Context: an optimization exercise on an open-source flow, tuned for small area, a short achievable clock period and few clock cycles. The choices shown serve that exercise and are no tape-out recipe. The RTL was checked by simulation tests, not by an equivalence proof against the original design. Power is estimated from default activity; no workload was simulated.

==> design/flow/run.sh <==
#!/bin/bash
# synth_recipe.tcl (not shown) runs the flow's synth.tcl, then flattens the netlist and writes it again
# the make line also repeats each setting of config.mk as NAME=value (left out here)
make -C /OpenROAD-flow-scripts/flow DESIGN_CONFIG=/design/flow/config.mk WORK_HOME=/design/flow/orfs CLKGATE_MAP_FILE= SYNTH_SCRIPT=/design/flow/synth_recipe.tcl finish
==> design/flow/config.mk <==
export PLATFORM = sky130hd
export DESIGN_NAME = CORE
export DESIGN_NICKNAME = CORE
export VERILOG_FILES = /design/flow/design.v
export SDC_FILE = /design/flow/constraint.sdc
export NUM_CORES = 4
export LEC_CHECK = 0
export CAP_MARGIN = 20
export CORE_MARGIN = 2
export CORE_UTILIZATION = 40
export SLEW_MARGIN = 20
==> design/flow/constraint.sdc <==
create_clock -name core_clock -period 8.0 [get_ports {clk}]
set_input_delay 1.6000 -clock core_clock [delete_from_list [all_inputs] [get_ports {clk}]]
set_output_delay 1.6000 -clock core_clock [all_outputs]
set_load 0.01 [all_outputs]
==> design/flow/design.v <==
module Division (
  input  [14:0] A,
  input  [7:0]  N,
  output [14:0] Y,
  output        Q
);
wire [7:0] t = A[14:7];
wire [8:0] d = {1'b0, t} - {1'b0, N};
assign Q = ~d[8];
assign Y = {Q ? d[6:0] : t[6:0], A[6:0], Q};
endmodule
module kmeans_ram #(
  parameter P = 4,
  parameter M = 32,
  parameter T = 3
) (
  input               CK,
  input               LOAD,
  input  [15:0]       DI,
  output [16*P-1:0]   HEAD,
  output [16*P-1:0]   TAP
);
reg [16*P*M-1:0] sr;
genvar k;
generate
  for (k = 0; k < P; k = k + 1) begin : g_chain
    wire [15:0] tail = sr[(k*M+M-1)*16 +: 16];
    wire [15:0] prev;
    if (k == 0) begin : g_first
      assign prev = DI;
    end else begin : g_next
      assign prev = sr[((k-1)*M+M-1)*16 +: 16];
    end
    always @(posedge CK)
      sr[k*M*16 +: M*16] <= {sr[k*M*16 +: (M-1)*16], LOAD ? prev : tail};
    assign HEAD[k*16 +: 16] = sr[(k*M)*16 +: 16];
    assign TAP[k*16 +: 16]  = sr[(k*M+T)*16 +: 16];
  end
endgenerate
endmodule
module kMeans #(
  parameter P     = 4,
  parameter DSTEP = 2
) (
  input             clk,
  input             rst_n,
  input             in_valid,
  input      [15:0] in_data,
  output reg        out_valid,
  output reg [15:0] out_data
);
localparam M    = 128 / P;
localparam NDIV = 8 / DSTEP;
localparam ST_IDLE  = 3'd0,
           ST_PASS  = 3'd1,
           ST_DRAIN = 3'd2,
           ST_DIV   = 3'd3,
           ST_OUT   = 3'd4;
reg  [2:0]  state;
reg  [6:0]  pc;       
reg         iv_r;
reg  [15:0] id_r;
reg  [7:0]  wc;
always @(posedge clk) begin
  if (!rst_n) begin
    iv_r <= 1'b0;
    wc   <= 8'd0;
  end else begin
    iv_r <= in_valid;
    wc   <= iv_r ? wc + 8'd1 : 8'd0;
  end
  id_r <= in_data;
end
wire [16*P-1:0] head, tap;
kmeans_ram #(.P(P), .M(M), .T(3)) u_ram (
  .CK   (clk),
  .LOAD (iv_r),
  .DI   (id_r),
  .HEAD (head),
  .TAP  (tap)
);
reg  [7:0]  cx [0:3];
reg  [7:0]  cy [0:3];
reg         p1v;      
always @(posedge clk) begin
  if (!rst_n) p1v <= 1'b0;
  else        p1v <= iv_r && (wc >= 8'd4);
end
wire [P-1:0] v0 = (state == ST_PASS) ? {P{1'b1}} : {{(P-1){1'b0}}, p1v};
reg  [P-1:0] v1, v2, v3;
always @(posedge clk) begin
  if (!rst_n) begin
    v1 <= 0; v2 <= 0; v3 <= 0;
  end else begin
    v1 <= v0; v2 <= v1; v3 <= v2;
  end
end
wire [4*P-1:0] sel3;
genvar k, j;
generate
  for (k = 0; k < P; k = k + 1) begin : g_lane
    wire [7:0] x = head[k*16+8 +: 8];
    wire [7:0] y = head[k*16   +: 8];
    reg  [7:0] ax [0:3];
    reg  [7:0] ay [0:3];
    reg  [8:0] d  [0:3];
    reg  [3:0] sel;
    for (j = 0; j < 4; j = j + 1) begin : g_c
      always @(posedge clk) begin
        ax[j] <= (x > cx[j]) ? x - cx[j] : cx[j] - x;
        ay[j] <= (y > cy[j]) ? y - cy[j] : cy[j] - y;
        d[j]  <= {1'b0, ax[j]} + {1'b0, ay[j]};
      end
    end
    wire le01 = d[0] <= d[1];
    wire le02 = d[0] <= d[2];
    wire le03 = d[0] <= d[3];
    wire le12 = d[1] <= d[2];
    wire le13 = d[1] <= d[3];
    wire le23 = d[2] <= d[3];
    always @(posedge clk) begin
      sel[0] <=  le01 &  le02 &  le03;
      sel[1] <= ~le01 &  le12 &  le13;
      sel[2] <= ~le02 & ~le12 &  le23;
      sel[3] <= ~le03 & ~le13 & ~le23;
    end
    assign sel3[k*4 +: 4] = sel & {4{v3[k]}};
  end
endgenerate
reg  [9:0]  tx [0:3];
reg  [9:0]  ty [0:3];
reg  [3:0]  tn [0:3];
integer kk, jj;
reg  [9:0]  sx, sy;
reg  [3:0]  sn;
always @(posedge clk) begin
  for (jj = 0; jj < 4; jj = jj + 1) begin
    sx = 10'd0; sy = 10'd0; sn = 4'd0;
    for (kk = 0; kk < P; kk = kk + 1) begin
      if (sel3[kk*4+jj]) begin
        sx = sx + tap[kk*16+8 +: 8];
        sy = sy + tap[kk*16 +: 8];
        sn = sn + 4'd1;
      end
    end
    tx[jj] <= sx;
    ty[jj] <= sy;
    tn[jj] <= sn;
  end
end
wire        clr = (state == ST_OUT) || (state == ST_IDLE && iv_r && wc < 8'd4) ||
                  (state == ST_PASS && pc == 7'd0);
wire        div = (state == ST_DIV);
wire        div_last = div && (pc == NDIV - 1);
reg  [14:0] accx [0:3];
reg  [14:0] accy [0:3];
reg  [7:0]  accn [0:3];
wire [14:0] dx_w [0:4*(DSTEP+1)-1];
wire [14:0] dy_w [0:4*(DSTEP+1)-1];
wire [DSTEP-1:0] qx_b [0:3];
wire [DSTEP-1:0] qy_b [0:3];
wire [3:0]  chg_j;
generate
  for (j = 0; j < 4; j = j + 1) begin : g_div
    assign dx_w[j*(DSTEP+1)] = accx[j];
    assign dy_w[j*(DSTEP+1)] = accy[j];
    for (k = 0; k < DSTEP; k = k + 1) begin : g_step
      Division u_dx (.A(dx_w[j*(DSTEP+1)+k]), .N(accn[j]), .Y(dx_w[j*(DSTEP+1)+k+1]), .Q(qx_b[j][DSTEP-1-k]));
      Division u_dy (.A(dy_w[j*(DSTEP+1)+k]), .N(accn[j]), .Y(dy_w[j*(DSTEP+1)+k+1]), .Q(qy_b[j][DSTEP-1-k]));
    end
    wire [14:0] nx = dx_w[j*(DSTEP+1)+DSTEP];
    wire [14:0] ny = dy_w[j*(DSTEP+1)+DSTEP];
    wire [7:0] qx = nx[7:0];
    wire [7:0] qy = ny[7:0];
    wire       nz = (accn[j] != 8'd0);
    reg        dif;
    wire [DSTEP-1:0] cxb = cx[j] >> (8 - DSTEP*(pc[2:0]+1));
    wire [DSTEP-1:0] cyb = cy[j] >> (8 - DSTEP*(pc[2:0]+1));
    wire       dif_now = dif | (qx_b[j] != cxb) | (qy_b[j] != cyb);
    always @(posedge clk) begin
      if (div) dif <= (pc == 7'd0) ? ((qx_b[j] != cxb) | (qy_b[j] != cyb)) : dif_now;
    end
    wire       dif_fin = (pc == 7'd0) ? ((qx_b[j] != cxb) | (qy_b[j] != cyb)) : dif_now;
    assign chg_j[j] = nz & dif_fin;
    always @(posedge clk) begin
      if (clr) begin
        accx[j] <= 15'd0;
        accy[j] <= 15'd0;
        accn[j] <= 8'd0;
      end else if (div) begin
        accx[j] <= nx;
        accy[j] <= ny;
      end else begin
        accx[j] <= accx[j] + tx[j];
        accy[j] <= accy[j] + ty[j];
        accn[j] <= accn[j] + tn[j];
      end
    end
    always @(posedge clk) begin
      if (state == ST_IDLE && iv_r && wc == j) begin
        cx[j] <= id_r[15:8];
        cy[j] <= id_r[7:0];
      end else if (div_last && nz) begin
        cx[j] <= qx;
        cy[j] <= qy;
      end
    end
  end
endgenerate
wire chg = |chg_j;
always @(posedge clk) begin
  if (!rst_n) begin
    state <= ST_IDLE;
    pc    <= 7'd0;
  end else begin
    case (state)
      ST_IDLE: begin
        pc <= 7'd0;
        if (iv_r && wc == 8'd131) begin
          state <= ST_DRAIN;
          pc    <= 7'd4;
        end
      end
      ST_PASS: begin
        pc <= pc + 7'd1;
        if (pc == M - 1) begin
          state <= ST_DRAIN;
          pc    <= 7'd3;
        end
      end
      ST_DRAIN: begin
        pc <= pc - 7'd1;
        if (pc == 7'd0) begin
          state <= ST_DIV;
          pc    <= 7'd0;
        end
      end
      ST_DIV: begin
        pc <= pc + 7'd1;
        if (pc == NDIV - 1) begin
          pc    <= 7'd0;
          state <= chg ? ST_PASS : ST_OUT;
        end
      end
      ST_OUT: begin
        pc <= pc + 7'd1;
        if (pc == 7'd3) begin
          state <= ST_IDLE;
          pc    <= 7'd0;
        end
      end
      default: state <= ST_IDLE;
    endcase
  end
end
always @(posedge clk) begin
  if (!rst_n) out_valid <= 1'b0;
  else        out_valid <= (state == ST_OUT);
end
always @(posedge clk) begin
  if (state == ST_OUT)
    out_data <= {cx[pc[1:0]], cy[pc[1:0]]};
end
endmodule
module CORE(
  clk,
  rst_n,
  in_valid,
  in_data,
  out_valid,
  out_data
);
input               clk;
input               rst_n;
input               in_valid;
input       [15:0]  in_data;
output              out_valid;
output      [15:0]  out_data;
kMeans n_kMeans(
  .clk        (clk),
  .rst_n      (rst_n),
  .in_valid   (in_valid),
  .in_data    (in_data),
  .out_valid  (out_valid),
  .out_data   (out_data)
);
endmodule 
==> summary.txt <==
- Root Buffer: clkbuf_16
- Required time worst endpoint: 8720 ps
- IO Pins: 36
- Initial Util: 0.4015
- Detailed Routing Iterations Pass 1: 8
- Distinct cell type count after synthesis: 88
- DR DRC count: 0
- PwrDens: approximately 270 nW/um2
- RSZ-0062 raised after global routing: false
- CTS H-Tree Depth: 5
- Num Clock Sinks: 2,839
- Syn-to-layout area delta: 13.81%
- Worst vdd ir: 0.1970 mV
- Min Tclk post-route: 5659 ps
- DP HPWL: 259.9 mm
- GP Congestion: between 0.9 and 1
- Fin area: around 130,000 um2
- Seq cells post-synth: 2,839
- Post-Syn Area per Cell: ~11 um2
- Post-DP Area: 117,500 um2
- Post-synth EDFFs: 84
- Skew-Pair Late Insertion Delay: ~900 ps
- Iter 0 DRT Violations: 5,242
- Clock Skews: 84.95 ps
- Mapped Cells: between 10,000 and 15,000
- Vias/cell: 5.156
- CTS tree: built
- Max transition margin: 0.1282
- Slew Viols, Final: 0
- Wirelength, routed: 342.1 mm
- Max-cap violations: 0
- Flop pwr share: 0.440
- Netlist Area Pre-Place: between 100,000 and 150,000 um2
- Power share of the clock group: 0.398
- Worst setup SP type: flip-flop
- Most frequent cell after synthesis: dfxtp_1
- Layout net count: around 12,000
- CP peak stage delay: 740 ps
- Die area: 284,200 um2
- Port buffer count: 35
- Width of the die: 533.1 um
- Crit-path slowest cell: dfxtp_1
- Initial antenna violation count: 55
- CTS clk-pin slew, worst paths: 60 ps
- Tightest Pin Transition: 1305 ps
- Final setup viols: 0
- Share of cells above drive strength 1: 0.08452
- Arrival time worst endpoint: around 6400 ps
- Crit-path max FO: 27
- Critical-path cell list: and2_1 > clkinv_1 > o21ai_0 > inv_1 > fa_1 > nor2b_1 > o21ai_0 > a21boi_0 > o21a_1 > nor2_1 > xor2_1 > o21ai_0 > ha_1 > nand2_1 > o21ai_0 > a21oi_1 > nor2_1 > mux2i_1 > o22ai_1
- TritonCTS buffer count: 287
- Global-route wire length before repair: 490.6 mm
- Worst hold path class: flip-flop to flip-flop
- Hold buffer count at cts: 0
- Synth async-reset ratio: 0
- Final Cycle Share: 0.7073
- Crit. End Element: flip-flop
- Post-Route Utilization: 0.4569
- Switch share: 0.2726
- Post-CTS Setup Repair Bufs: 0
- Leak Pwr: 55.42 nW
- Top FF cell, synth: dfxtp_1
- Seq/Total Area, Yosys: 0.5151
- GR Overflow Total: 0
- Most frequent cells after synthesis: dfxtp_1 (2,755), ha_1 (1,254), inv_1 (858), a21oi_1 (602), nand2_1 (479)
- Sw Pwr: 9.486 mW
- Top-area cell type share of the netlist area: 0.4926
- Fmax: 176.7 MHz
- Die H: approximately 530 um
- Vias in the first global route: 73,300
- DR WL/cell: between 20 and 25 um
- GRT Total Usage: 0.2347
- Crit Path Class: flip-flop to flip-flop
- Row count: slightly below 200
- ANT nets after route: 0
- Min Hold Slack: 279.7 ps
- Detailed-route via count: 74,200
- Top post-synthesis cells by area: dfxtp_1 (49%), ha_1 (14%), xnor2_1 (3.5%)
- Largest net degree at the start of global routing: between 70 and 80
- Part of the power in combinational logic: 0.162
- Core area: 278,900 um2
- Final hold violations: 0
- Outcome: finished clean
- Internal power: 25.32 mW
- Post-CTS sizing: 0
- Largest area contributor in the netlist: dfxtp_1
- Final setup TNS: 0 ps
- Ys Warns: 42
- Clk buf depth: 4
- Most used cell, CP: o21ai_0
- Layout fillers: 25,480
[cell type report]
type                            instances  area, um2  area share
Tap cell                             3724       4659     0.03656
Inverter                              861       3234     0.02538
Multi-Input combinational cell       6250      50420      0.3956
Timing Repair Buffer                  188       1499     0.01176
Antenna cell                           19      47.55   0.0003731
Clock buffer                          385       8150     0.06395
Sequential cell                      2839      57680      0.4526
Clock inverter                        125       1752     0.01375
[path summary, 6_finish.rpt]
check | end | cells past startpoint | slack (ps) | startpoint
max reg2reg | n_kMeans.ty[3][9] | 19 | 2340 | n_kMeans.v3[2]
max | n_kMeans.ty[3][9] | 19 | 2340 | n_kMeans.v3[2]
min reg2reg | n_kMeans.u_ram.sr[1594] | 0 | 280 | n_kMeans.u_ram.sr[1578]
min | n_kMeans.u_ram.sr[1594] | 0 | 280 | n_kMeans.u_ram.sr[1578]
[cell families after synthesis]
kind of cell | count (synthesis) | share of synthesized area
buffers and inverters | 1044 | 0.03514
xor gates and xnor gates | 650 | 0.05084
adders and majority gates | 1390 | 0.1641
muxes | 425 | 0.04242
AOI/OAI and AO/OA | 2131 | 0.1211
and+or+nand+nor | 1650 | 0.07129
DFF | 2839 | 0.5151
other | 1 | 0.00003349
[cells in the final DEF (no fill, tap or decap), types with 158 or more instances in the layout]
| cell type | count |
|---|---|
| nand2_1 | 477 |
| xor2_1 | 198 |
| a21oi_1 | 602 |
| clkbuf_16 | 295 |
| ha_1 | 1254 |
| a21o_1 | 279 |
| o21ai_0 | 404 |
| dfxtp_1 | 2753 |
| mux2_2 | 235 |
| inv_1 | 858 |
| xnor2_1 | 452 |
| mux2i_1 | 173 |
| nor2b_1 | 158 |
| nor2_1 | 403 |
[layer usage]
layer,vias up,track usage,routed length (um)
met1,35840,0.3081,150800
li1,35490,-,-
met5,-,0,69
met4,10,0.1269,19760
met2,2181,0.3764,154000
met3,675,0.02890,17470
[sequential cells by signal (all words and copies together) (netlist names), 32 cells and up]
name                flops
n_kMeans.ty            40
n_kMeans.accn          32
n_kMeans.g_lane.ax    128
n_kMeans.g_lane.ay    128
n_kMeans.cx            32
n_kMeans.u_ram.sr    2048
n_kMeans.tx            40
n_kMeans.g_lane.d     144
n_kMeans.cy            32
n_kMeans.accy          60
n_kMeans.accx          60
[through the flow]
| step | std cells | power (mW) | worst slack, ps |
|---|---|---|---|
| floorplan | 10130 | 19.24 | 2952 |
| global placement | 13860 | 21.08 | 2282 |
| detailed placement | 13860 | 21.18 | 2403 |
| CTS | 14370 | 35.11 | 2372 |
| global route | 14380 | 36.33 | 1830 |
| finish | 14390 | 34.80 | 2341 |
[power by group through the flow]
stage	Combinational [mW]	Clock [mW]	Sequential [mW]
floorplan	3.91	0	15.3
global placement	5.46	0	15.6
detailed placement	5.56	0	15.6
CTS	5.60	14.2	15.3
global route	6.25	14.7	15.3
finish	5.63	13.9	15.3
[critical path, delay by kind of cell, from the launching register on]
family	cells	cell delay, ps
xor gates and xnor gates	1	150
buffers and inverters	2	840
AOI/OAI and AO/OA	8	1800
DFF	1	740
adders and majority gates	2	830
and+or+nand+nor	5	930
muxes	1	220
Testbench counts, summed over its fixed seeds: cycles 24,944.

## separate check: timing with driven ports
In the flow no input, the clock included, has a driving cell. The finished layout below was timed again as built, in two steps. Step 1 sets driving cells, clkbuf_16 on the clock port and buf_2 on the other inputs (assumed; they add their load-dependent delay and slew). Step 2 times the ports against the registers' clock, not the clock port: input delays grow and output delays shrink by t, the midpoint of the rising clock arrivals with the driver on. a / b / c = no drivers / after step 1 / after step 2; a / b = the first two.
shift t [ns]: 0.947
slack for setup (ns): 2.341 / 2.341 / 2.341
latest minus earliest clock arrival (ns): 0.086 / 0.085
After both steps setup and hold are still met in this run. The setup slack of this run moves by 0.000 ns with the drivers and by 0.000 ns with both steps.
